Source: an optimization exercise on an open RTL-to-GDS flow (aim: small area). Production flows keep margins and buffers that such runs may drop. In this exercise RTL edits were held to simulation tests only and were not proved equivalent to the original. The clock port is modelled as an ideal driver, which makes a skipped or thinned clock tree look cheaper than it is; a real chip needs a root buffer or a tree. Power figures rest on the tool's default switching activity, not on a simulated workload.

==> design/flow/config.mk <==
export PLATFORM = sky130hd
export DESIGN_NAME = display_driver
export DESIGN_NICKNAME = display_driver
export VERILOG_FILES = /design/flow/design.v
export SDC_FILE = /design/flow/constraint.sdc
export NUM_CORES = 4
export LEC_CHECK = 0
export CAP_MARGIN = 20
export CORE_MARGIN = 2
export CORE_UTILIZATION = 40
export SLEW_MARGIN = 20
==> design/flow/constraint.sdc <==
create_clock -name core_clock -period 10.0 [get_ports {clk}]
set_input_delay 2.0000 -clock core_clock [delete_from_list [all_inputs] [get_ports {clk}]]
set_output_delay 2.0000 -clock core_clock [all_outputs]
set_load 0.01 [all_outputs]
==> design/flow/design.v <==
module seven_seg( output a, b, c, d, e, f, g, input d3, d2, d1, d0 );
    assign a = ~d2 & ~d0 | d3 & ~d1 | d2 & ~d1 & d0 | ~d3 & d1;
    assign b = ~d2 | ~d3 & d1 & d0 | ~d1 & ~d0;
    assign c = ~(d3 & d1 | ~d2 & d1 & ~d0);
    assign d = ~d2 & ~d0 | ~d3 & d1 & ~d0 | ~d2 & d1 | d2 & ~d1 & d0;
    assign e = ~d3 & d1 & ~d0 | ~d2 & ~d0;
    assign f = ~d3 & d2 & ~d0 | d3 & ~d1 | d2 & ~d1 | ~d1 & ~d0;
    assign g = ~(d3 & d1 | d2 & d1 & d0 | ~d3 & ~d2 & ~d1);
endmodule
module display_driver(
    a_l, b_l, c_l, d_l, e_l, f_l, g_l, dp_l, dig1, dig2, dig3, dig4, led,
    clk, rst, en
    );
    output  a_l, b_l, c_l, d_l, e_l, f_l, g_l, dp_l, dig1, dig2, dig3, dig4;
    output  [3:0] led;
    input   clk, rst, en;
    reg [1:0] q;
    reg [4:0] m;
    reg [3:0] r0, r1, r2, r3;
    reg [3:0] cnt;
    reg [1:0] s;
    reg [3:0] digit;
    wire q0 = ~q[1] & ~q[0];
    wire q1 = ~q[1] &  q[0];
    wire q2 =  q[1] &  q[0];
    wire q3 =  q[1] & ~q[0];
    wire wrap = q2 & m[0] & m[1] & m[4];     
    wire w0   = q0 & m[0] & m[1] & m[3];     
    wire w1   = q1 & m[0] & m[2] & m[3];     
    wire w2   = q2 & m[1] & m[2] & m[4];     
    wire w3   = q3 & m[1] & m[3] & m[4];     
    wire fb   = m[0] ^ m[2] ^ m[3] ^ m[4] ^ (m[0] & m[2] & m[3]);
    always @(posedge clk or negedge rst)
        if (!rst) begin
            q <= 2'b11;
            m <= 5'b10011;
        end else begin
            q <= {q[0], ~q[1]};
            m <= {m[3:0], fb};
        end
    function lead;                           
        input [3:0] d;
        lead = d[3] & d[2];
    endfunction
    function nine;
        input [3:0] d;
        nine = d[3] & d[0];
    endfunction
    function [3:0] tog;
        input [3:0] d;
        tog = {d[2] & d[1] & d[0] | d[3] & (d[2] | d[1] | d[0]),
               d[1] & d[0] | d[3] & d[2],
               d[3] ? d[1] : d[0],
               1'b1};
    endfunction
    wire za = r0 == 4'd0;
    wire zb = r1 == 4'd0;
    wire zc = r2 == 4'd0;
    wire carry = w0 | za & (w1 | zb & (w2 | zc & w3));
    wire wr   = w1 & za & nine(r3) & nine(r1) & nine(r2);
    wire blk  = w1 & lead(r3) & ~cnt[1];
    wire prop = ~q0 & lead(r0) & ~lead(r3);
    wire inc  = carry & ~wr & ~blk;
    always @(posedge clk or negedge rst)
        if (!rst) begin
            r0 <= 4'hE; r1 <= 4'hF; r2 <= 4'hE; r3 <= 4'hE;
        end else begin
            r0 <= (wr | prop) ? 4'hC : r3 ^ ({4{inc}} & tog(r3));
            r1 <= r0;
            r2 <= r1;
            r3 <= r2;
        end
    wire first = r1[3] & r1[1];
    wire ci = wrap & ~first;
    always @(posedge clk or negedge rst)
        if (!rst) cnt <= 4'd0;
        else cnt <= cnt ^ {ci & cnt[2] & cnt[1] & cnt[0], ci & cnt[1] & cnt[0], ci & cnt[0], ci};
    wire rot = wrap & en & r1[3] & r1[0] & (r1[1] | r0[0]);
    always @(posedge clk or negedge rst)
        if (!rst) s <= 2'd0;
        else s <= s ^ {rot & s[0], rot};
    wire [1:0] qn = {q[1], q[1] ^ q[0]};
    wire [1:0] sel = qn - 2'd1 - s;
    always @(posedge clk)
        if (en)
            case (sel)
                2'd0: digit <= r0;
                2'd1: digit <= r1;
                2'd2: digit <= r2;
                default: digit <= r3;
            endcase
        else
            digit <= 4'hF;
    wire a, b, c, d, e, f, g;
    seven_seg M1(a, b, c, d, e, f, g, digit[3], digit[2], digit[1], digit[0]);
    assign {a_l, b_l, c_l, d_l, e_l, f_l, g_l} = ~{a, b, c, d, e, f, g};
    assign dp_l = 1'b1;
    assign dig4 = s != 2'd0;
    assign dig3 = s != 2'd1;
    assign dig2 = s != 2'd2;
    assign dig1 = s != 2'd3;
    assign led = ~cnt;
endmodule
==> design/flow/flow/run.sh <==
#!/bin/bash
# Standard ORFS flow with smaller port buffers and a smaller clock tree.
export BUFFER_PORTS_ARGS="-buffer_cell sky130_fd_sc_hd__buf_1"
export CTS_ARGS="-sink_clustering_enable -repair_clock_nets -sink_clustering_size 40 -sink_clustering_max_diameter 500 -buf_list sky130_fd_sc_hd__clkbuf_8 -dont_use_dummy_load"
bash standard.sh > standard.log 2>&1
==> design/flow/standard.sh <==
#!/bin/bash
# synth_recipe.tcl (not shown) runs the flow's synth.tcl, then flattens the netlist and writes it again
# the make line also repeats each setting of config.mk as NAME=value (left out here)
make -C /OpenROAD-flow-scripts/flow DESIGN_CONFIG=/design/flow/config.mk WORK_HOME=/design/flow/orfs CLKGATE_MAP_FILE= SYNTH_SCRIPT=/design/flow/synth_recipe.tcl "${@:-finish}"
==> summary.txt, run 1 <==
Run status
  – Status: finished clean

Layout
  – Fillcell total: 347
  – Final std cells w/o fill: 205
  – Nets: 170
  – Synth-to-Final Area Change: 11.7%
  – Final core utilization: 0.473
  – Layout cells sized above 1: 0.217
  – # diodes: 0

Power
  – Pwr/cell area: 131 nW/µm²
  – Sequential share of power: 0.590
  – Int Power: 182 µW
  – Combinational share of power: 0.041
  – Switch Pwr: 48.6 µW
  – Max VDD drop: 0.0722 mV
  – Final Power: 231 µW
  – Sw frac: 0.211
  – Clock power share: 0.370
  – Static leakage: 0.737 nW

Synthesis
  – Synth top area cells: dfstp_2 (30%), dfrtp_1 (17%), ha_1 (6.4%)
  – Syn Std Cell Area: 1570 µm²
  – Synthesized instance count: 137
  – Syn nets: 148
  – Commonest register cell after synthesis: dfstp_2
  – Synth Register Bits: 33
  – Count leader, synth: dfstp_2
  – Post-synth ARST share: 0.879
  – Post-synth cell types: 40
  – Synth cell count leaders: dfstp_2 (18), dfrtp_1 (11), nand2_1 (11), nor2_1 (11), inv_1 (9)
  – Syn avg cell area: 11.5 µm²
  – Synth top area share: 0.300
  – Sequential-to-total area share from yosys stat: 0.526
  – Number of synthesized flops with an enable pin: 0
  – Yosys warns: 1
  – Largest area contributor in the netlist: dfstp_2

Setup path
  – Kind of start point of the critical path: flip-flop
  – Reg2reg start: q[1]
  – Worst setup endpoint: d_l
  – Critical Path AT: 1.24 ns
  – Worst reg-to-reg path cell count: 7
  – CP required: 8.00 ns
  – Setup CP Type: reg2out
  – Reg2reg setup slack: 7.46 ns
  – Worst reg2reg path endpoint: digit[1]
  – Critical path origin: digit[3]
  – CP max FO: 7
  – CP endpoint kind: output port

Route
  – Vias: 1085
  – Post-DR vias/cell: 5.29
  – # DRC: 0
  – Drt total wl: 2910 µm
  – DR pass1 iterations: 4
  – Routed wire length per instance: 14.2 µm
  – Number of antenna-violating nets in the routed design: 0
  – DR iter-0 viols: 35

CTS
  – Hold buffer count at CTS: 0
  – Worst-path clk slew: 0.06 ns
  – CTS Buffer Depth: 2
  – Clk sink count: 33
  – Htree depth: 2
  – CTS tree: built
  – CTS Buf Count: 5
  – Clock Latency Late Sink: 0.28 ns
  – CTS resizes: 0
  – Post-CTS setup buffers: 0
  – Root Driver: clkbuf_8

Min path
  – Tightest Hold Check Type: reg2reg

Flow run
  – Total of max-cap violations: 0

Floorplanning
  – Initial Util: 0.424
  – Die Wd: 66.7 µm
  – Core Area: 3720 µm²
  – Die height: 66.7 µm
  – IO Pins: 19
  – Rows: 22
  – DIE AREA: 4450 µm²

STA
  – Fin. Hold Viols: 0
  – Final Slew Violations: 0
  – Achievable Freq: 308 MHz
  – Clk_skew: 0.00749 ns
  – Slew headroom: 0.635
  – TNS Setup: 0 ns
  – Setup violators final: 0
  – Slew @ Worst Pin: 0.544 ns
  – Worst setup margin: 6.76 ns
  – Tcrit/Tclk final: 0.324
  – Unrepaired setup endpoints after global routing: false
  – Minimum clock period: 3.24 ns

GRT
  – First-pass GRT wire length: 4890 µm
  – Initial antenna violation count: 0
  – GRT Total Usage: 0.153
  – Pin count of the biggest net entering global routing: 30
  – GRT overflow: 0
  – Vias in the first global route: 1028

Placed design
  – Dpl hpwl: 2100 µm
  – Dpl cells: 200
  – Port bufs: 17
  – Gp weighted congestion: 0.820
  – Post-Place Worst Slack: 7.04 ns
[sequential cells by signal, indices dropped and copies added, names as in the netlist]
signal and count:
digit 4, r1 4, m 5, q 2, r2 4, s 2
r0 4, r3 4, cnt 4
[power by group through the flow]
| stage | sequential (mW) | clock [mW] | combinational (mW) |
|---|---|---|---|
| final | 0.136 | 0.0853 | 0.00935 |
| after global routing | 0.136 | 0.0947 | 0.0106 |
| after CTS | 0.136 | 0.0893 | 0.00949 |
| after detailed placement | 0.138 | 0 | 0.00949 |
| after global placement | 0.138 | 0 | 0.00899 |
| after floorplan | 0.138 | 0 | 0.00508 |
[per-stage QoR]
step | area, µm² | hold WS [ns]
6_report | 1760 | 0.378
5_1_grt | 1760 | 0.388
4_1_cts | 1760 | 0.378
3_5_place_dp | 1690 | 0.366
3_3_place_gp | 1690 | 0.365
2_1_floorplan | 1570 | 0.356
[final cells by class]
type	instances	area [µm²]	share of cell area
multi-input combinational	92	696	0.396
inverter	9	33.8	0.0192
timing repair buffer	18	71.3	0.0406
tap	48	60.1	0.0342
clock buffer	5	68.8	0.0391
sequential	33	828	0.471
[per-layer routing]
metal	vias to the layer above	track usage	wire length, µm
li1	519	-	-
met4	0	0.0536	16
met2	31	0.230	1270
met5	-	0	0
met1	533	0.197	1410
met3	2	0.0659	210
[cells by family (layout without fill, tap and decap cells)]
logic type / after synthesis / in the layout / synth area share
mux: 4 / 4 / 0.0596
xor+xnor: 9 / 9 / 0.0501
flops: 33 / 33 / 0.526
simple gates: 49 / 49 / 0.174
buf+inv: 12 / 32 / 0.0318
other cells: 1 / 1 / 0.00238
compound gates: 21 / 21 / 0.0922
fa+ha+maj: 8 / 8 / 0.0636
[critical path: stages, from the launching register on]
cell	delay, ns
dfxtp_1	0.42
o21ai_0	0.13
a211oi_1	0.25
buf_1	0.17
[worst min-delay path by stage]
stage | from | to | slack (ns) | depth (start not counted)
final | r2[1] | r3[1] | 0.38 | 0
after global routing | r2[2] | r3[2] | 0.39 | 0
after detailed placement | r2[1] | r3[1] | 0.37 | 0
after floorplan | r1[2] | r2[2] | 0.36 | 0
after CTS | r2[1] | r3[1] | 0.38 | 0
after global placement | r1[2] | r2[2] | 0.36 | 0
[cell usage in the layout (no fill, tap or decap), types with 5 or more instances in the layout]
cell	instances
buf_1	17
a21oi_1	5
dfstp_2	18
nor2_1	11
nand2b_1	6
ha_1	8
inv_1	9
dfrtp_1	11
o21ai_0	5
xnor2_1	5
nand2_1	11
clkbuf_8	5
==> inputs of run 2 (changes only) <==
==> design/flow/run.sh (new file) <==
#!/bin/bash
# synth_recipe.tcl (not shown) runs the flow's synth.tcl, then flattens the netlist and writes it again
# the make line also repeats each setting of config.mk as NAME=value (left out here)
make -C /OpenROAD-flow-scripts/flow DESIGN_CONFIG=/design/flow/config.mk WORK_HOME=/design/flow/orfs CLKGATE_MAP_FILE= SYNTH_SCRIPT=/design/flow/synth_recipe.tcl finish
removed: design/flow/flow/run.sh
removed: design/flow/standard.sh
==> run 2 against run 1 <==
  * Still clean
  * Synthesized cell count did not move
  * Sequential share of layout area fell by 3.2 points
  * Sequential power barely moved
  * Synthesized area did not move
  * Via count fell by 1.6%
  * Utilization rose by 3.4 points
  * Critical path type unchanged
  * Critical endpoint unchanged
  * Largest cell class unchanged
  * Largest power group unchanged
==> summary.txt, run 2 <==
Route
  – Post-DR vias/cell: 5.13 (-3.0%)
  – Routed wire length per instance: 13.9 µm (-1.8%)
  – DR pass1 iterations: 4 (unchanged)
  – Number of antenna-violating nets in the routed design: 0 (unchanged)
  – Drt total wl: 2900 µm (-0.38%)
  – # DRC: 0 (unchanged)
  – Vias: 1068 (-1.6%)
  – DR iter-0 viols: 42 (+20%)

STA
  – Unrepaired setup endpoints after global routing: false
  – Setup violators final: 0 (unchanged)
  – Achievable Freq: 273 MHz (-11%)
  – Slew headroom: 0.594 (-0.0406)
  – Tcrit/Tclk final: 0.366 (+0.0415)
  – Final Slew Violations: 0 (unchanged)
  – Slew @ Worst Pin: 0.604 ns (+0.0605 ns)
  – Minimum clock period: 3.66 ns (+0.415 ns)
  – Clk_skew: 0.00739 ns (-0.000100 ns)
  – Worst setup margin: 6.34 ns (-0.415 ns)
  – TNS Setup: 0 ns (unchanged)
  – Fin. Hold Viols: 0 (unchanged)

Layout
  – Final core utilization: 0.507 (+0.0343)
  – Layout cells sized above 1: 0.219 (+0.00219)
  – Multi-input logic area: 696 µm² (unchanged)
  – Commonest non-fill, non-tap cell in the layout: dfstp_2
  – Finished Cell Area: 1890 µm² (+7.3%)
  – Reg with most FFs: m
  – Synth-to-Final Area Change: 19.8%
  – Nets: 170 (unchanged)
  – Most frequent cells in the layout: dfstp_2 (18), clkdlybuf4s50_1 (17), nand2_1 (11), nor2_1 (11), dfrtp_1 (11)
  – Storage cell area: 828 µm² (unchanged)
  – Max FFs per register: 5 (unchanged)
  – Fillcell total: 334 (-3.7%)
  – # diodes: 0 (unchanged)

GRT
  – GRT Total Usage: 0.155 (+0.00210)
  – First-pass GRT wire length: 4950 µm (+1.4%)
  – Initial antenna violation count: 0 (unchanged)
  – Vias in the first global route: 1041 (+1.3%)
  – Pin count of the biggest net entering global routing: 30 (unchanged)
  – GRT overflow: 0 (unchanged)

CTS
  – CTS tree: built
  – CTS Buf Count: 5 (unchanged)
  – Clk sink count: 33 (unchanged)
  – Worst-path clk slew: 0.07 ns (about the same)
  – CTS Buffer Depth: 2 (unchanged)
  – CTS resizes: 0 (unchanged)
  – Htree depth: 2 (unchanged)
  – Clock Latency Late Sink: 0.28 ns (about the same)
  – Post-CTS setup buffers: 0 (unchanged)
  – Hold buffer count at CTS: 0 (unchanged)
  – Root Driver: clkbuf_8

Synthesis
  – Synth Register Bits: 33 (unchanged)
  – Commonest register cell after synthesis: dfstp_2
  – Synthesized instance count: 137 (unchanged)
  – Yosys warns: 1 (unchanged)
  – Syn Std Cell Area: 1570 µm² (unchanged)
  – Post-synth ARST share: 0.879 (unchanged)
  – Synth top area share: 0.300 (unchanged)
  – Largest area contributor in the netlist: dfstp_2
  – Synth top area cells: dfstp_2 (30%), dfrtp_1 (17%), ha_1 (6.4%)
  – Sequential-to-total area share from yosys stat: 0.526 (unchanged)
  – Synth cell count leaders: dfstp_2 (18), dfrtp_1 (11), nand2_1 (11), nor2_1 (11), inv_1 (9)
  – Syn avg cell area: 11.5 µm² (unchanged)
  – Number of synthesized flops with an enable pin: 0 (unchanged)
  – Count leader, synth: dfstp_2
  – Syn nets: 148 (unchanged)
  – Post-synth cell types: 40 (unchanged)

Setup path
  – Worst path cell trace: o21ai_0 -> a211oi_1 -> clkdlybuf4s50_1
  – Reg2reg start: q[1]
  – Critical Path AT: 1.66 ns (+0.42 ns)
  – Kind of start point of the critical path: flip-flop
  – Reg2reg setup slack: 7.42 ns (-0.04 ns)
  – Setup CP Type: reg2out
  – CP required: 8.00 ns (about the same)
  – Worst reg2reg path endpoint: digit[1]
  – CP peak stage delay: 0.58 ns (+0.16 ns)
  – Cell count along the critical path: 3 (unchanged)
  – Crit-path slowest cell: clkdlybuf4s50_1
  – CP max FO: 7 (unchanged)
  – Worst reg-to-reg path cell count: 7 (unchanged)
  – Crit-path leading delay family: buffers and inverters
  – Crit path buf inv count: 1 (unchanged)
  – CP endpoint kind: output port

Floorplanning
  – DIE AREA: 4450 µm² (unchanged)
  – Rows: 22 (unchanged)
  – Core Area: 3720 µm² (unchanged)
  – Die Wd: 66.7 µm (unchanged)
  – Die height: 66.7 µm (unchanged)
  – IO Pins: 19 (unchanged)
  – Initial Util: 0.424 (unchanged)

Run status
  – Status: finished clean

Placed design
  – Dpl hpwl: 2160 µm (+3.1%)
  – Gp weighted congestion: 0.815 (-0.52%)
  – Placed inst area: 1800 µm² (+6.3%)
  – Port bufs: 17 (unchanged)
  – Post-Place Worst Slack: 6.64 ns (-0.394 ns)

Min path
  – Worst Min Path Start: r2[1]
  – WHS Path Cells: 0 (unchanged)
  – Tightest Hold Check Type: reg2reg
  – Hold EP: r3[1]

Power
  – Pwr/cell area: 131 nW/µm² (+0.18%)
  – Static leakage: 0.796 nW (+8.0%)
  – Max VDD drop: 0.0680 mV (-5.8%)

Flow run
  – Total of max-cap violations: 0 (unchanged)
## run 2: cell counts after synthesis
No cell type changed its count.
## run 2: final cells by class
type	instances	share of cell area
Sequential cell	33	0.439
Multi-Input combinational cell	92	0.369
Timing Repair Buffer	18	0.0942
Clock buffer	8	0.0478
Tap cell	48	0.0319
Inverter	9	0.0179
## run 2: cell families (layout without fill, tap and decap cells)
group                      after synthesis  count (layout)  synth area share
AOI/OAI and AO/OA                       21              21            0.0922
adders and majority gates                8               8            0.0636
buffers and inverters                   12              35            0.0318
muxes                                    4               4            0.0596
xor gates and xnor gates                 9               9            0.0501
DFF                                     33              33             0.526
and+or+nand+nor                         49              49             0.174
other                                    1               1           0.00238
## run 2: per-layer routing
layer / share of wire / track usage / vias up / wire length (µm)
li1: - / - / 520 / -
met1: 0.48 / 0.199 / 524 / 1400
met2: 0.46 / 0.239 / 19 / 1330
met3: 0.043 / 0.0507 / 5 / 124
met4: 0.015 / 0.0689 / 0 / 44
met5: 0 / 0 / - / 0
## run 2: how the worst max path moves through the flow
stage	from	slack [ns]	to
final	digit[3]	6.34	d_l
after CTS	digit[3]	6.32	d_l
after global placement	digit[3]	6.71	d_l
after global routing	digit[2]	6.21	d_l
after detailed placement	digit[3]	6.64	d_l
after floorplan	digit[1]	7.07	d_l
## run 2: metrics by stage
stage               std cells  hold slack (ns)  total power, mW
CTS                       208            0.378            0.251
global route              208            0.385            0.260
floorplan                 137            0.356            0.143
detailed placement        200            0.368            0.151
global placement          200            0.367            0.150
finish                    208            0.380            0.248
## run 2: worst register-to-register path: cells and delay by family, from the launching register on
kind | cells | cell delay [ns]
flops | 1 | 0.56
xor+xnor | 2 | 0.65
buf+inv | 1 | 0.08
mux | 1 | 0.58
fa+ha+maj | 2 | 0.47
simple gates | 1 | 0.15
## run 2: where the power goes
| part | total, mW | internal, mW | switching (mW) |
|---|---|---|---|
| sequential | 0.136 | 0.135 | 0.00138 |
| clock | 0.0995 | 0.0560 | 0.0435 |
| combinational | 0.0124 | 0.00606 | 0.00630 |
==> inputs of run 3 (changes only) <==
==> design/flow/flow/run.sh (new file) <==
#!/bin/bash
# Standard ORFS flow (the standard.sh) with buf_1 port buffers; after CTS
# the clock tree is collapsed into one root buffer driving every register.
export BUFFER_PORTS_ARGS="-buffer_cell sky130_fd_sc_hd__buf_1"
export CTS_ARGS="-sink_clustering_enable -repair_clock_nets -buf_list sky130_fd_sc_hd__clkbuf_4 -root_buf sky130_fd_sc_hd__clkbuf_16 -dont_use_dummy_load"
export POST_CTS_TCL="$(pwd)/flow/post_cts.tcl"
export CLK_ROOT_CELL=sky130_fd_sc_hd__clkbuf_16
bash standard.sh > standard.log 2>&1
==> design/flow/flow/collapse.tcl (new file) <==
# Collapse the clock tree built by CTS into its root buffer, which then drives
# every clock sink directly.
set block [ord::get_db_block]
set root [$block findInst clkbuf_0_clk]
set rootnet [[$root findITerm X] getNet]
foreach inst [$block getInsts] {
  if {$inst == $root} { continue }
  set m [[$inst getMaster] getName]
  if {![string match sky130_fd_sc_hd__clkbuf_* $m]} { continue }
  set a [$inst findITerm A]
  if {[$a getNet] != $rootnet} { continue }
  set onet [[$inst findITerm X] getNet]
  foreach it [$onet getITerms] {
    if {[$it getInst] == $inst} { continue }
    $it disconnect
    $it connect $rootnet
  }
  $a disconnect
  [$inst findITerm X] disconnect
  odb::dbInst_destroy $inst
  odb::dbNet_destroy $onet
}
if {[info exists ::env(CLK_ROOT_CELL)]} {
  replace_cell [$root getName] $::env(CLK_ROOT_CELL)
}
==> design/flow/flow/post_cts.tcl (new file) <==
source [file join [file dirname [info script]] collapse.tcl]
detailed_placement
check_placement -verbose
estimate_parasitics -placement
==> design/flow/standard.sh (new file) <==
#!/bin/bash
# synth_recipe.tcl (not shown) runs the flow's synth.tcl, then flattens the netlist and writes it again
# the make line also repeats each setting of config.mk as NAME=value (left out here)
make -C /OpenROAD-flow-scripts/flow DESIGN_CONFIG=/design/flow/config.mk WORK_HOME=/design/flow/orfs CLKGATE_MAP_FILE= SYNTH_SCRIPT=/design/flow/synth_recipe.tcl "${@:-finish}"
--- a/design/flow/config.mk
+++ b/design/flow/config.mk
@@ -7,5 +7,5 @@
 export LEC_CHECK = 0
 export CAP_MARGIN = 20
 export CORE_MARGIN = 2
-export CORE_UTILIZATION = 40
+export CORE_UTILIZATION = 70
 export SLEW_MARGIN = 20
removed: design/flow/run.sh
==> run 3 against run 2 <==
  * Still clean
  * Combinational power fell by 23%
  * Clock skew rose by 0.00061 ns
  * Maximum frequency rose by 14%
  * Setup slack improved by 0.44 ns
  * Flip-flop and latch count did not move
  * Utilization rose by 27 points
  * Sequential share of layout area rose by 5.1 points
  * Synthesized area did not move
  * Die area fell by 41%
  * Clock-buffer cell count fell by 7
  * Routed wire length rose by 14%
==> summary.txt, run 3 <==
Min path
  – Tightest Hold Check Type: reg2reg

Floorplanning
  – Die height: 51.4 µm (-23%)
  – DIE AREA: 2640 µm² (-41%)
  – Rows: 17 (-23%)
  – Die Wd: 51.4 µm (-23%)
  – Core Area: 2170 µm² (-42%)
  – IO Pins: 19 (unchanged)
  – Initial Util: 0.725 (+0.302)

Placed design
  – Dpl hpwl: 2210 µm (+2.0%)
  – Gp weighted congestion: 0.869 (+6.6%)
  – Post-Place Worst Slack: 7.05 ns (+0.407 ns)
  – Port bufs: 17 (unchanged)

CTS
  – Clk sink count: 33 (unchanged)
  – Clock Latency Late Sink: 0.18 ns (-0.10 ns)
  – Worst-path clk slew: 0.12 ns (+0.05 ns)

Route
  – Drt total wl: 3310 µm (+14%)
  – Vias: 1201 (+12%)
  – DR pass1 iterations: 6 (+2)
  – Post-DR vias/cell: 6.64 (+29%)
  – Number of antenna-violating nets in the routed design: 0 (unchanged)
  – # DRC: 0 (unchanged)
  – DR iter-0 viols: 68 (+62%)
  – Routed wire length per instance: 18.3 µm (+31%)

Layout
  – Fillcell total: 132 (-60%)
  – Nets: 166 (-2.4%)
  – Synth-to-Final Area Change: 7.31%
  – Layout cells sized above 1: 0.196 (-0.0227)
  – Most frequent cells in the layout: dfstp_2 (18), buf_1 (17), nand2_1 (11), nor2_1 (11), dfrtp_1 (11)
  – Storage cell area: 828 µm² (unchanged)
  – Commonest non-fill, non-tap cell in the layout: dfstp_2
  – Multi-input logic area: 696 µm² (unchanged)
  – Max FFs per register: 5 (unchanged)
  – Reg with most FFs: m
  – # diodes: 0 (unchanged)

Synthesis
  – Sequential-to-total area share from yosys stat: 0.526 (unchanged)
  – Syn Std Cell Area: 1570 µm² (unchanged)
  – Synth top area cells: dfstp_2 (30%), dfrtp_1 (17%), ha_1 (6.4%)
  – Count leader, synth: dfstp_2
  – Yosys warns: 1 (unchanged)
  – Synth cell count leaders: dfstp_2 (18), dfrtp_1 (11), nand2_1 (11), nor2_1 (11), inv_1 (9)
  – Synthesized instance count: 137 (unchanged)
  – Post-synth ARST share: 0.879 (unchanged)
  – Syn nets: 148 (unchanged)
  – Synth Register Bits: 33 (unchanged)
  – Synth top area share: 0.300 (unchanged)
  – Number of synthesized flops with an enable pin: 0 (unchanged)
  – Post-synth cell types: 40 (unchanged)
  – Syn avg cell area: 11.5 µm² (unchanged)
  – Commonest register cell after synthesis: dfstp_2
  – Largest area contributor in the netlist: dfstp_2

STA
  – TNS Setup: 0 ns (unchanged)
  – Slew headroom: 0.640 (+0.0462)
  – Final Slew Violations: 0 (unchanged)
  – Unrepaired setup endpoints after global routing: false
  – Tcrit/Tclk final: 0.322 (-0.0439)
  – Achievable Freq: 310 MHz (+14%)
  – Minimum clock period: 3.22 ns (-0.439 ns)
  – Setup violators final: 0 (unchanged)
  – Fin. Hold Viols: 0 (unchanged)
  – Clk_skew: 0.00800 ns (+0.000608 ns)
  – Slew @ Worst Pin: 0.536 ns (-0.0687 ns)
  – Worst setup margin: 6.78 ns (+0.439 ns)

GRT
  – GRT overflow: 0 (unchanged)
  – Vias in the first global route: 1074 (+3.2%)
  – GRT Total Usage: 0.314 (+0.158)
  – Initial antenna violation count: 0 (unchanged)
  – Pin count of the biggest net entering global routing: 34 (+13%)
  – First-pass GRT wire length: 5350 µm (+8.1%)

Setup path
  – Critical Path AT: 1.22 ns (-0.44 ns)
  – CP required: 8.00 ns (about the same)
  – Setup CP Type: reg2out
  – Kind of start point of the critical path: flip-flop
  – CP max FO: 7 (unchanged)
  – CP endpoint kind: output port

Run status
  – Status: finished clean

Power
  – Static leakage: 0.714 nW (-10%)
  – Pwr/cell area: 117 nW/µm² (-11%)
  – Max VDD drop: 0.106 mV (+56%)

Flow run
  – Total of max-cap violations: 0 (unchanged)
[run 3: cell count changes in the layout (fill, tap and decap cells not counted), sizes merged]
cell / previous run / this run
clkdlybuf4s50: 17 / 0
clkbuf: 8 / 1
buf: 1 / 18
[run 3: layout make-up]
cell class,count,area share
Tap cell,28,0.0207
Clock buffer,1,0.0148
Timing Repair Buffer,18,0.0422
Inverter,9,0.0200
Sequential cell,33,0.490
Multi-Input combinational cell,92,0.412
[run 3: path summary, 6_finish.rpt]
path / to / start / slack [ns] / depth (start not counted)
max in group asynchronous: r1[3] / rst / 7.90 / 2
worst min register to register: r2[2] / r1[2] / 0.39 / 0
worst max register to register: digit[1] / q[0] / 7.40 / 7
worst min-delay path: r2[2] / r1[2] / 0.39 / 0
worst max-delay path: d_l / digit[3] / 6.78 / 3
min in group asynchronous: s[1] / rst / 1.80 / 2
[run 3: kinds of logic (layout without fill, tap and decap cells)]
family / Yosys count / in the layout / share of synthesized area
multiplexers: 4 / 4 / 0.0596
AO/OA/AOI/OAI: 21 / 21 / 0.0922
buffers and inverters: 12 / 28 / 0.0318
flip-flops: 33 / 33 / 0.526
adder cells (fa/ha/maj): 8 / 8 / 0.0636
other: 1 / 1 / 0.00238
XOR/XNOR: 9 / 9 / 0.0501
AND/OR/NAND/NOR: 49 / 49 / 0.174
[run 3: power breakdown]
group | internal (mW) | switching (mW) | total, mW
registers | 0.134 | 0.00156 | 0.136
clock network | 0.0188 | 0.0327 | 0.0514
logic | 0.00282 | 0.00678 | 0.00961
total | 0.156 | 0.0410 | 0.197
[run 3: routing by layer]
layer | vias to the layer above | GRT usage | share of wire
met2 | 98 | 0.504 | 0.46
met5 | - | 0 | 0
li1 | 511 | - | -
met3 | 30 | 0.0468 | 0.099
met4 | 0 | 0.118 | 0.064
met1 | 562 | 0.434 | 0.37
[run 3: per-stage QoR]
| stage | cells | util | hold slack, ns | instance area (µm²) | power, mW |
|---|---|---|---|---|---|
| after global placement | 180 | 0.767 | 0.368 | 1660 | 0.147 |
| after floorplan | 137 | - | 0.356 | 1570 | 0.143 |
| after global routing | 181 | 0.779 | 0.394 | 1690 | 0.201 |
| after detailed placement | 180 | 0.767 | 0.364 | 1660 | 0.148 |
| final | 181 | 0.779 | 0.390 | 1690 | 0.197 |
[run 3: critical path, stage by stage, from the launching register on]
cell	delay, ns
dfxtp_1	0.49
o21ai_0	0.15
a211oi_1	0.23
buf_1	0.17
==> inputs of run 4 (changes only) <==
==> design/flow/flow/run.sh (replaced) <==
#!/bin/bash
# The standard ORFS flow (standard.sh) with these changes:
#  - synthesis: the standard flow's synthesis script, but without Yosys's half/full-adder
#    extraction (ADDER_MAP_FILE empty) and with ABC mapping by an
#    area-oriented script (flow/abc.script); registers are mapped exactly as
#    in the standard synthesis;
#  - port buffers are buf_1 instead of clkdlybuf4s50_1;
#  - after CTS the clock tree is two clkbuf_8 fed by the clock port, each
#    driving half of the registers (flow/clock_tree.tcl).
# make's output goes to standard.log; each tool writes its own log under
# orfs/logs/.
set -e
here=$(pwd)
{ head -n 1 synth_recipe.tcl
  cat <<'EOT'
proc abc {args} {
  set i [lsearch $args -script]
  if {$i >= 0} { lset args [expr {$i + 1}] $::env(FLOW_ABC_SCRIPT) }
  yosys abc {*}$args
}
EOT
  tail -n +2 synth_recipe.tcl; } > flow_synth.tcl
export FLOW_ABC_SCRIPT="$here/flow/abc.script"
export BUFFER_PORTS_ARGS="-buffer_cell sky130_fd_sc_hd__buf_1"
export CTS_ARGS="-sink_clustering_enable -repair_clock_nets -buf_list sky130_fd_sc_hd__clkbuf_4 -dont_use_dummy_load"
export POST_CTS_TCL="$here/flow/post_cts.tcl"
export CLK_LEAF_CELL=sky130_fd_sc_hd__clkbuf_8
bash standard.sh SYNTH_SCRIPT="$here/flow_synth.tcl" ADDER_MAP_FILE= finish > standard.log 2>&1
==> design/flow/flow/abc.script (new file) <==
strash
ifraig
dc2
&get -n
&st
&dch -f
&nf -R 2000 -E 100
&put
topo
dnsize -c
==> design/flow/flow/clock_tree.tcl (new file) <==
# Rebuild the clock tree that CTS made (one root buffer feeding four leaf
# buffers) as two leaf buffers fed straight from the clock port, each
# driving the registers of two of the former leaves.
set block [ord::get_db_block]
set root [$block findInst clkbuf_0_clk]
set clknet [[$root findITerm A] getNet]
set rootnet [[$root findITerm X] getNet]
set leaves {}
foreach it [$rootnet getITerms] {
  set inst [$it getInst]
  if {$inst == $root} { continue }
  lappend leaves [list [lindex [$inst getLocation] 1] $inst]
}
set leaves [lsort -integer -index 0 $leaves]
if {[llength $leaves] != 4} { error "expected 4 leaf clock buffers, found [llength $leaves]" }
foreach {pa pb} {0 1 2 3} {
  set a [lindex $leaves $pa 1]
  set b [lindex $leaves $pb 1]
  set anet [[$a findITerm X] getNet]
  set bnet [[$b findITerm X] getNet]
  foreach it [$bnet getITerms] {
    if {[$it getInst] == $b} { continue }
    $it disconnect
    $it connect $anet
  }
  [$b findITerm A] disconnect
  [$b findITerm X] disconnect
  odb::dbInst_destroy $b
  odb::dbNet_destroy $bnet
  [$a findITerm A] disconnect
  [$a findITerm A] connect $clknet
  replace_cell [$a getName] $::env(CLK_LEAF_CELL)
}
[$root findITerm A] disconnect
[$root findITerm X] disconnect
odb::dbInst_destroy $root
odb::dbNet_destroy $rootnet
==> design/flow/flow/post_cts.tcl (replaced) <==
# Replace the clock tree that CTS built by two leaf buffers fed from the
# clock port, then re-legalise the placement.
source [file join [file dirname [info script]] clock_tree.tcl]
detailed_placement
check_placement -verbose
estimate_parasitics -placement
--- a/design/flow/config.mk
+++ b/design/flow/config.mk
@@ -7,5 +7,5 @@
 export LEC_CHECK = 0
 export CAP_MARGIN = 20
 export CORE_MARGIN = 2
-export CORE_UTILIZATION = 70
+export CORE_UTILIZATION = 40
 export SLEW_MARGIN = 20
removed: design/flow/flow/collapse.tcl
==> run 4 against run 3 <==
  * Cell count increased by 12%
  * Sequential power about the same
  * Hold slack got worse by 0.013 ns
  * First-iteration DRC count decreased by 10%
  * Power decreased by 0.37%
  * Critical path type unchanged
  * Highest routed layer unchanged
==> summary.txt, run 4 <==
Run status
  – Status: finished clean

STA
  – Setup violators final: 0 (unchanged)
  – Fin. Hold Viols: 0 (unchanged)
  – TNS Setup: 0 ns (unchanged)
  – Achievable Freq: 298 MHz (-4.0%)
  – Tcrit/Tclk final: 0.336 (+0.0135)
  – Unrepaired setup endpoints after global routing: false
  – Minimum clock period: 3.36 ns (+0.135 ns)
  – Final Slew Violations: 0 (unchanged)
  – Clk_skew: 0.00990 ns (+0.00190 ns)

Setup path
  – CP max FO: 8 (+1)
  – Worst setup endpoint: d_l
  – CP endpoint kind: output port
  – Worst reg-to-reg path cell count: 10 (+3)
  – Worst reg2reg path endpoint: r0[3]
  – Critical Path AT: 1.36 ns (+0.14 ns)
  – CP peak stage delay: 0.39 ns (-0.10 ns)
  – Kind of start point of the critical path: flip-flop
  – Critical path origin: digit[1]
  – Setup CP Type: reg2out
  – Worst path cell trace: nor2b_1 -> o21ai_0 -> o31ai_1 -> a21oi_1 -> buf_1
  – Reg2reg setup slack: 7.29 ns (-0.11 ns)
  – Crit-path slowest cell: dfxtp_1
  – CP required: 8.00 ns (about the same)
  – Reg2reg start: r2[2]

Flow run
  – Total of max-cap violations: 0 (unchanged)

Floorplanning
  – Initial Util: 0.421 (-0.304)
  – Core Area: 3390 µm² (+56%)
  – Rows: 21 (+4)
  – Die Wd: 63.7 µm (+24%)
  – Die height: 63.7 µm (+24%)
  – DIE AREA: 4060 µm² (+54%)
  – IO Pins: 19 (unchanged)

Route
  – # DRC: 0 (unchanged)
  – Routed wire length per instance: 14.0 µm (-23%)
  – Drt total wl: 2830 µm (-14%)
  – DR iter-0 viols: 61 (-10%)
  – Vias: 1086 (-9.6%)
  – Number of antenna-violating nets in the routed design: 0 (unchanged)
  – Post-DR vias/cell: 5.38 (-19%)
  – DR pass1 iterations: 4 (-2)

Power
  – Pwr/cell area: 125 nW/µm² (+6.7%)
  – Combinational share of power: 0.050 (about the same)
  – Switch Pwr: 40.4 µW (-1.4%)
  – Int Power: 156 µW (-0.11%)
  – Sw frac: 0.206 (-0.00209)
  – Sequential share of power: 0.690 (about the same)
  – Static leakage: 0.613 nW (-14%)
  – Max VDD drop: 0.0709 mV (-33%)
  – Clock power share: 0.260 (about the same)

Layout
  – Fillcell total: 327 (+150%)
  – Commonest non-fill, non-tap cell in the layout: dfstp_2
  – Synth-to-Final Area Change: 10.4%
  – # diodes: 0 (unchanged)
  – Most frequent cells in the layout: dfstp_2 (18), nor2_1 (17), buf_1 (17)
  – Final core utilization: 0.465 (-0.313)
  – Layout cells sized above 1: 0.135 (-0.0615)
  – Nets: 161 (-3.0%)
  – Multi-input logic area: 566 µm² (-19%)
  – Storage cell area: 828 µm² (unchanged)
  – Reg with most FFs: m
  – Max FFs per register: 5 (unchanged)

GRT
  – Pin count of the biggest net entering global routing: 30 (-12%)
  – Initial antenna violation count: 0 (unchanged)
  – GRT overflow: 0 (unchanged)
  – GRT Total Usage: 0.159 (-0.154)
  – First-pass GRT wire length: 5180 µm (-3.3%)
  – Vias in the first global route: 1110 (+3.4%)

Synthesis
  – Sequential-to-total area share from yosys stat: 0.580 (+0.0540)
  – Synthesized instance count: 137 (unchanged)
  – Synth top area share: 0.331 (+0.0308)
  – Largest area contributor in the netlist: dfstp_2
  – Post-synth ARST share: 0.879 (unchanged)
  – Yosys warns: 1 (unchanged)
  – Synth top area cells: dfstp_2 (33%), dfrtp_1 (19%), dfxtp_1 (5.6%)
  – Syn nets: 140 (-5.4%)
  – Synth cell count leaders: dfstp_2 (18), nor2_1 (17), nand2_1 (12)
  – Syn Std Cell Area: 1430 µm² (-9.3%)
  – Post-synth cell types: 34 (-15%)
  – Commonest register cell after synthesis: dfstp_2
  – Count leader, synth: dfstp_2
  – Number of synthesized flops with an enable pin: 0 (unchanged)
  – Syn avg cell area: 10.4 µm² (-9.3%)
  – Synth Register Bits: 33 (unchanged)

Placed design
  – Port bufs: 17 (unchanged)
  – Dpl hpwl: 2080 µm (-5.7%)
  – Gp weighted congestion: 0.798 (-8.1%)

CTS
  – Worst-path clk slew: 0.10 ns (-0.02 ns)
  – Clock Latency Late Sink: 0.16 ns (-0.02 ns)
  – Clk sink count: 33 (unchanged)

Min path
  – Tightest Hold Check Type: reg2reg
  – WHS Path Cells: 0 (unchanged)
==> run 4: area by class of cell <==
class / count / share of cell area
Clock buffer: 2 / 0.0175
Inverter: 7 / 0.0167
Tap cell: 46 / 0.0365
Multi-Input combinational cell: 96 / 0.359
Sequential cell: 33 / 0.525
Timing Repair Buffer: 18 / 0.0452
==> run 4: power groups by stage <==
stage / sequential (mW) / combinational [mW] / clock (mW)
6_report: 0.135 / 0.00978 / 0.0511
5_1_grt: 0.136 / 0.0111 / 0.0580
3_5_place_dp: 0.138 / 0.00996 / 0
3_3_place_gp: 0.138 / 0.00953 / 0
2_1_floorplan: 0.138 / 0.00495 / 0
==> run 4: cells by family after synthesis <==
| kind of cell | count (synthesis) | synth area share |
|---|---|---|
| AO/OA/AOI/OAI | 25 | 0.118 |
| XOR/XNOR | 11 | 0.0675 |
| buffers and inverters | 8 | 0.0237 |
| flip-flops | 33 | 0.580 |
| multiplexers | 1 | 0.00701 |
| other | 1 | 0.00263 |
| AND/OR/NAND/NOR | 58 | 0.201 |
==> run 4: worst min-delay path by stage <==
stage          slack, ns  start  endpoint
3_5_place_dp        0.37  r2[3]     r3[3]
5_1_grt             0.38  r1[2]     r2[2]
2_1_floorplan       0.36  r2[1]     r3[1]
3_3_place_gp        0.37  r2[1]     r3[1]
6_report            0.38  r1[2]     r2[2]
==> run 4: layer usage <==
metal	GRT usage	vias to the layer above	wire [µm]
met5	0	-	0
li1	-	522	-
met2	0.274	30	1370
met3	0.0299	3	131
met4	0.0326	0	27
met1	0.210	531	1300
==> run 4: through the flow <==
stage	hold slack (ns)	total power, mW	setup WS [ns]	std cells	area [µm²]
floorplan	0.358	0.143	6.82	137	1430
global placement	0.371	0.147	6.95	200	1550
detailed placement	0.371	0.148	6.84	200	1550
global route	0.384	0.205	6.53	202	1580
finish	0.376	0.196	6.64	202	1580
==> run 4: worst max-delay path: cells and delay by family, from the launching register on <==
kind | cells | cell delay, ns
simple gates | 1 | 0.18
compound gates | 3 | 0.47
flops | 1 | 0.39
buf+inv | 1 | 0.16
==> inputs of run 5 (changes only) <==
--- a/design/flow/design.v
+++ b/design/flow/design.v
@@ -17,13 +17,13 @@
     reg [1:0] q;
     reg [4:0] m;
     reg [3:0] r0, r1, r2, r3;
-    reg [3:0] cnt;
+    reg [3:0] led;                           
     reg [1:0] s;
     reg [3:0] digit;
     wire q0 = ~q[1] & ~q[0];
     wire q1 = ~q[1] &  q[0];
-    wire q2 =  q[1] &  q[0];
-    wire q3 =  q[1] & ~q[0];
+    wire q2 =  q[1] & ~q[0];
+    wire q3 =  q[1] &  q[0];
     wire wrap = q2 & m[0] & m[1] & m[4];     
     wire w0   = q0 & m[0] & m[1] & m[3];     
     wire w1   = q1 & m[0] & m[2] & m[3];     
@@ -32,10 +32,10 @@
     wire fb   = m[0] ^ m[2] ^ m[3] ^ m[4] ^ (m[0] & m[2] & m[3]);
     always @(posedge clk or negedge rst)
         if (!rst) begin
-            q <= 2'b11;
+            q <= 2'b10;
             m <= 5'b10011;
         end else begin
-            q <= {q[0], ~q[1]};
+            q <= q + 2'd1;
             m <= {m[3:0], fb};
         end
     function lead;                           
@@ -58,7 +58,7 @@
     wire zc = r2 == 4'd0;
     wire carry = w0 | za & (w1 | zb & (w2 | zc & w3));
     wire wr   = w1 & za & nine(r3) & nine(r1) & nine(r2);
-    wire blk  = w1 & lead(r3) & ~cnt[1];
+    wire blk  = w1 & lead(r3) & led[1];
     wire prop = ~q0 & lead(r0) & ~lead(r3);
     wire inc  = carry & ~wr & ~blk;
     always @(posedge clk or negedge rst)
@@ -73,14 +73,13 @@
     wire first = r1[3] & r1[1];
     wire ci = wrap & ~first;
     always @(posedge clk or negedge rst)
-        if (!rst) cnt <= 4'd0;
-        else cnt <= cnt ^ {ci & cnt[2] & cnt[1] & cnt[0], ci & cnt[1] & cnt[0], ci & cnt[0], ci};
+        if (!rst) led <= 4'hF;
+        else led <= led ^ {ci & ~led[2] & ~led[1] & ~led[0], ci & ~led[1] & ~led[0], ci & ~led[0], ci};
     wire rot = wrap & en & r1[3] & r1[0] & (r1[1] | r0[0]);
     always @(posedge clk or negedge rst)
         if (!rst) s <= 2'd0;
         else s <= s ^ {rot & s[0], rot};
-    wire [1:0] qn = {q[1], q[1] ^ q[0]};
-    wire [1:0] sel = qn - 2'd1 - s;
+    wire [1:0] sel = q + ~s;
     always @(posedge clk)
         if (en)
             case (sel)
@@ -99,5 +98,4 @@
     assign dig3 = s != 2'd1;
     assign dig2 = s != 2'd2;
     assign dig1 = s != 2'd3;
-    assign led = ~cnt;
 endmodule
==> design/flow/flow/post_cts.tcl (replaced) <==
# Replace the clock tree that CTS built by two leaf buffers fed from the
# clock port; make every buffer that drives an output port a buf_1 (the
# tie cell of the constant output dp_l gets a buf_4 from synthesis); then
# re-legalise the placement.
source [file join [file dirname [info script]] clock_tree.tcl]
foreach bt [[ord::get_db_block] getBTerms] {
  if {[$bt getIoType] ne "OUTPUT"} { continue }
  foreach it [[$bt getNet] getITerms] {
    set inst [$it getInst]
    set m [[$inst getMaster] getName]
    if {[$it isOutputSignal] && [regexp {^sky130_fd_sc_hd__buf_[0-9]+$} $m] && $m ne "sky130_fd_sc_hd__buf_1"} {
      replace_cell [$inst getName] sky130_fd_sc_hd__buf_1
    }
  }
}
detailed_placement
check_placement -verbose
estimate_parasitics -placement
==> run 5 against run 4 <==
  * Hold slack improved by 0.0079 ns
  * Global-route usage decreased by 0.78 points
  * Cell count decreased by 0.99%
  * Clock-buffer cell count unchanged
  * Combinational power increased by 4%
  * Critical path depth unchanged
  * Sequential power about the same
  * Synthesized cell count decreased by 1.5%
  * Setup slack got worse by 0.0012 ns
  * Largest power group unchanged
==> summary.txt, run 5 <==
Run status
  – Status: finished clean

Setup path
  – CP endpoint kind: output port
  – Worst reg-to-reg path cell count: 9 (-1)
  – Worst reg2reg path endpoint: r0[3]
  – Reg2reg setup slack: 7.82 ns (+0.53 ns)
  – Crit-path slowest cell: dfxtp_1
  – Critical Path AT: 1.36 ns (about the same)
  – CP peak stage delay: 0.38 ns (about the same)
  – Kind of start point of the critical path: flip-flop
  – CP required: 8.00 ns (about the same)
  – Reg2reg start: q[0]
  – Worst path cell trace: nor2b_1 -> o21ai_0 -> o31ai_1 -> a21oi_1 -> buf_1
  – Setup CP Type: reg2out
  – CP max FO: 8 (unchanged)

STA
  – Minimum clock period: 3.36 ns (+0.00123 ns)
  – WHS: 0.384 ns (+0.00788 ns)
  – Clk_skew: 0.0151 ns (+0.00520 ns)
  – Unrepaired setup endpoints after global routing: false
  – Achievable Freq: 298 MHz (about the same)
  – Fin. Hold Viols: 0 (unchanged)
  – Final Slew Violations: 0 (unchanged)
  – Setup violators final: 0 (unchanged)
  – TNS Setup: 0 ns (unchanged)
  – Worst setup margin: 6.64 ns (-0.00123 ns)
  – Tcrit/Tclk final: 0.336 (about the same)

Layout
  – Commonest non-fill, non-tap cell in the layout: dfstp_2
  – # diodes: 0 (unchanged)
  – Nets: 159 (-1.2%)
  – Max FFs per register: 5 (unchanged)
  – Synth-to-Final Area Change: 10.5% (about the same)
  – Fillcell total: 346 (+5.8%)
  – Layout cells sized above 1: 0.156 (+0.0212)
  – Reg with most FFs: m
  – Most frequent cells in the layout: dfstp_2 (21), buf_1 (17), nor2_1 (15)

Synthesis
  – Synth top area cells: dfstp_2 (39%), dfrtp_1 (14%), dfxtp_1 (5.7%)
  – Syn avg cell area: 10.5 µm² (+0.68%)
  – Synth cell count leaders: dfstp_2 (21), nor2_1 (15), nand2_1 (14)
  – Synth top area share: 0.390 (+0.0583)
  – Yosys warns: 1 (unchanged)
  – Number of synthesized flops with an enable pin: 0 (unchanged)
  – Synthesized instance count: 135 (-1.5%)
  – Syn Std Cell Area: 1420 µm² (-0.79%)
  – Count leader, synth: dfstp_2
  – Post-synth ARST share: 0.879 (unchanged)
  – Syn nets: 138 (-1.4%)
  – Post-synth cell types: 32 (-5.9%)
  – Largest area contributor in the netlist: dfstp_2
  – Sequential-to-total area share from yosys stat: 0.587 (+0.00726)
  – Synth Register Bits: 33 (unchanged)
  – Commonest register cell after synthesis: dfstp_2

GRT
  – First-pass GRT wire length: 4930 µm (-4.7%)
  – GRT overflow: 0 (unchanged)
  – Pin count of the biggest net entering global routing: 30 (unchanged)
  – Vias in the first global route: 1057 (-4.8%)
  – GRT Total Usage: 0.151 (-0.00777)
  – Initial antenna violation count: 0 (unchanged)

Floorplanning
  – Rows: 21 (unchanged)
  – Die Wd: 63.5 µm (-0.37%)
  – Core Area: 3360 µm² (-0.78%)
  – Die height: 63.5 µm (-0.37%)
  – IO Pins: 19 (unchanged)
  – Initial Util: 0.421 (about the same)
  – DIE AREA: 4030 µm² (-0.74%)

Min path
  – Hold EP: r3[1]
  – Tightest Hold Check Type: reg2reg
  – Worst Min Path Start: r2[1]
  – WHS Path Cells: 0 (unchanged)

Route
  – Number of antenna-violating nets in the routed design: 0 (unchanged)
  – Routed wire length per instance: 13.8 µm (-1.4%)
  – Vias: 1071 (-1.4%)
  – Post-DR vias/cell: 5.36 (-0.40%)
  – DR pass1 iterations: 4 (unchanged)
  – DR iter-0 viols: 46 (-25%)
  – Drt total wl: 2770 µm (-2.4%)
  – # DRC: 0 (unchanged)

Power
  – Pwr/cell area: 125 nW/µm² (+0.26%)
  – Max VDD drop: 0.0724 mV (+2.1%)
  – Static leakage: 0.594 nW (-3.0%)

CTS
  – Clk sink count: 33 (unchanged)
  – Worst-path clk slew: 0.10 ns (about the same)
  – Clock Latency Late Sink: 0.16 ns (about the same)

Placed design
  – Port bufs: 17 (unchanged)
  – Dpl hpwl: 2090 µm (+0.42%)
  – Post-Place Worst Slack: 6.83 ns (-0.0124 ns)
  – Gp weighted congestion: 0.807 (+1.1%)

Flow run
  – Total of max-cap violations: 0 (unchanged)
[run 5: changes by cell type after synthesis, moves of 3 or more]
cell      previous run  this run
a221o_1              0         3
a222oi_1             4         1
clkinv_1             7         4
dfrtp_1             11         8
dfstp_2             18        21
nand4_1              0         3
nor2b_1              1         6
nor3_1               5         2
[run 5: final cells by class]
cell class	count	area (µm²)	share of cell area
inverters	4	15.0	0.00959
multi-input cells	97	562	0.359
clock buffers	2	27.5	0.0176
flip-flops and latches	33	832	0.532
repair buffers	18	71.3	0.0456
well taps	46	57.6	0.0368
[run 5: metal layers]
layer	wire length [µm]	global-route usage	share of wire
met4	21	0.0489	0.0076
met1	1290	0.207	0.47
met5	0	0	0
met3	103	0.0125	0.037
met2	1350	0.254	0.49
[run 5: logic make-up after synthesis]
| kind of cell | Yosys count | share of synthesized area |
|---|---|---|
| AO/OA/AOI/OAI | 27 | 0.128 |
| AND/OR/NAND/NOR | 59 | 0.204 |
| flip-flops | 33 | 0.587 |
| buffers and inverters | 5 | 0.0159 |
| other | 1 | 0.00265 |
| XOR/XNOR | 10 | 0.0618 |
[run 5: worst max-delay path: cells and delay by family (launching register included)]
kind / cells / cell delay, ns
AOI/OAI and AO/OA: 3 / 0.47
DFF: 1 / 0.38
and+or+nand+nor: 1 / 0.18
buffers and inverters: 1 / 0.17
[run 5: worst max-delay path by stage]
stage | start | end | slack, ns | cells after the start
floorplan | digit[1] | d_l | 6.82 | 4
global placement | digit[1] | d_l | 6.94 | 5
detailed placement | digit[1] | d_l | 6.83 | 5
global route | digit[1] | d_l | 6.45 | 5
finish | digit[1] | d_l | 6.64 | 5
[run 5: report_power, final]
group	internal, mW	total (mW)	switching [mW]
combinational	0.00329	0.0102	0.00689
sequential	0.134	0.135	0.000985
clock	0.0185	0.0498	0.0312
total	0.156	0.195	0.0391
[run 5: through the flow]
stage                     instance area, µm²  instances   util  power [mW]
after floorplan                         1420        135      -       0.143
after global placement                  1540        198  0.457       0.147
after detailed placement                1540        198  0.457       0.148
after global routing                    1570        200  0.465       0.205
final                                   1570        200  0.465       0.195

## static timing again, ports no longer ideal
Ports are ideal in the flow. The routed layouts listed here were re-timed in OpenROAD.
Step 1: set_driving_cell puts a clkbuf_16 on clk and a buf_2 on each other input, an assumption about the parent block.
Step 2 moves the port delays by t, midway between the first and last clock arrival at a register: inputs arrive t later, outputs are due t later. That takes back most of the time a late clock gives input paths.
Three values: ideal ports, drivers, drivers and shift; two values: the first two.
run	t, ns	setup WS [ns]	pins driven straight from the clock port
run 1	0.303	6.755 / 6.729 / 7.032	1
run 2	0.305	6.340 / 6.316 / 6.621	1
run 3	0.201	6.779 / 6.751 / 6.952	1
run 4	0.188	6.644 / 6.609 / 6.797	2
run 5	0.182	6.643 / 6.612 / 6.795	2
After both steps setup and hold are still met in every run listed.
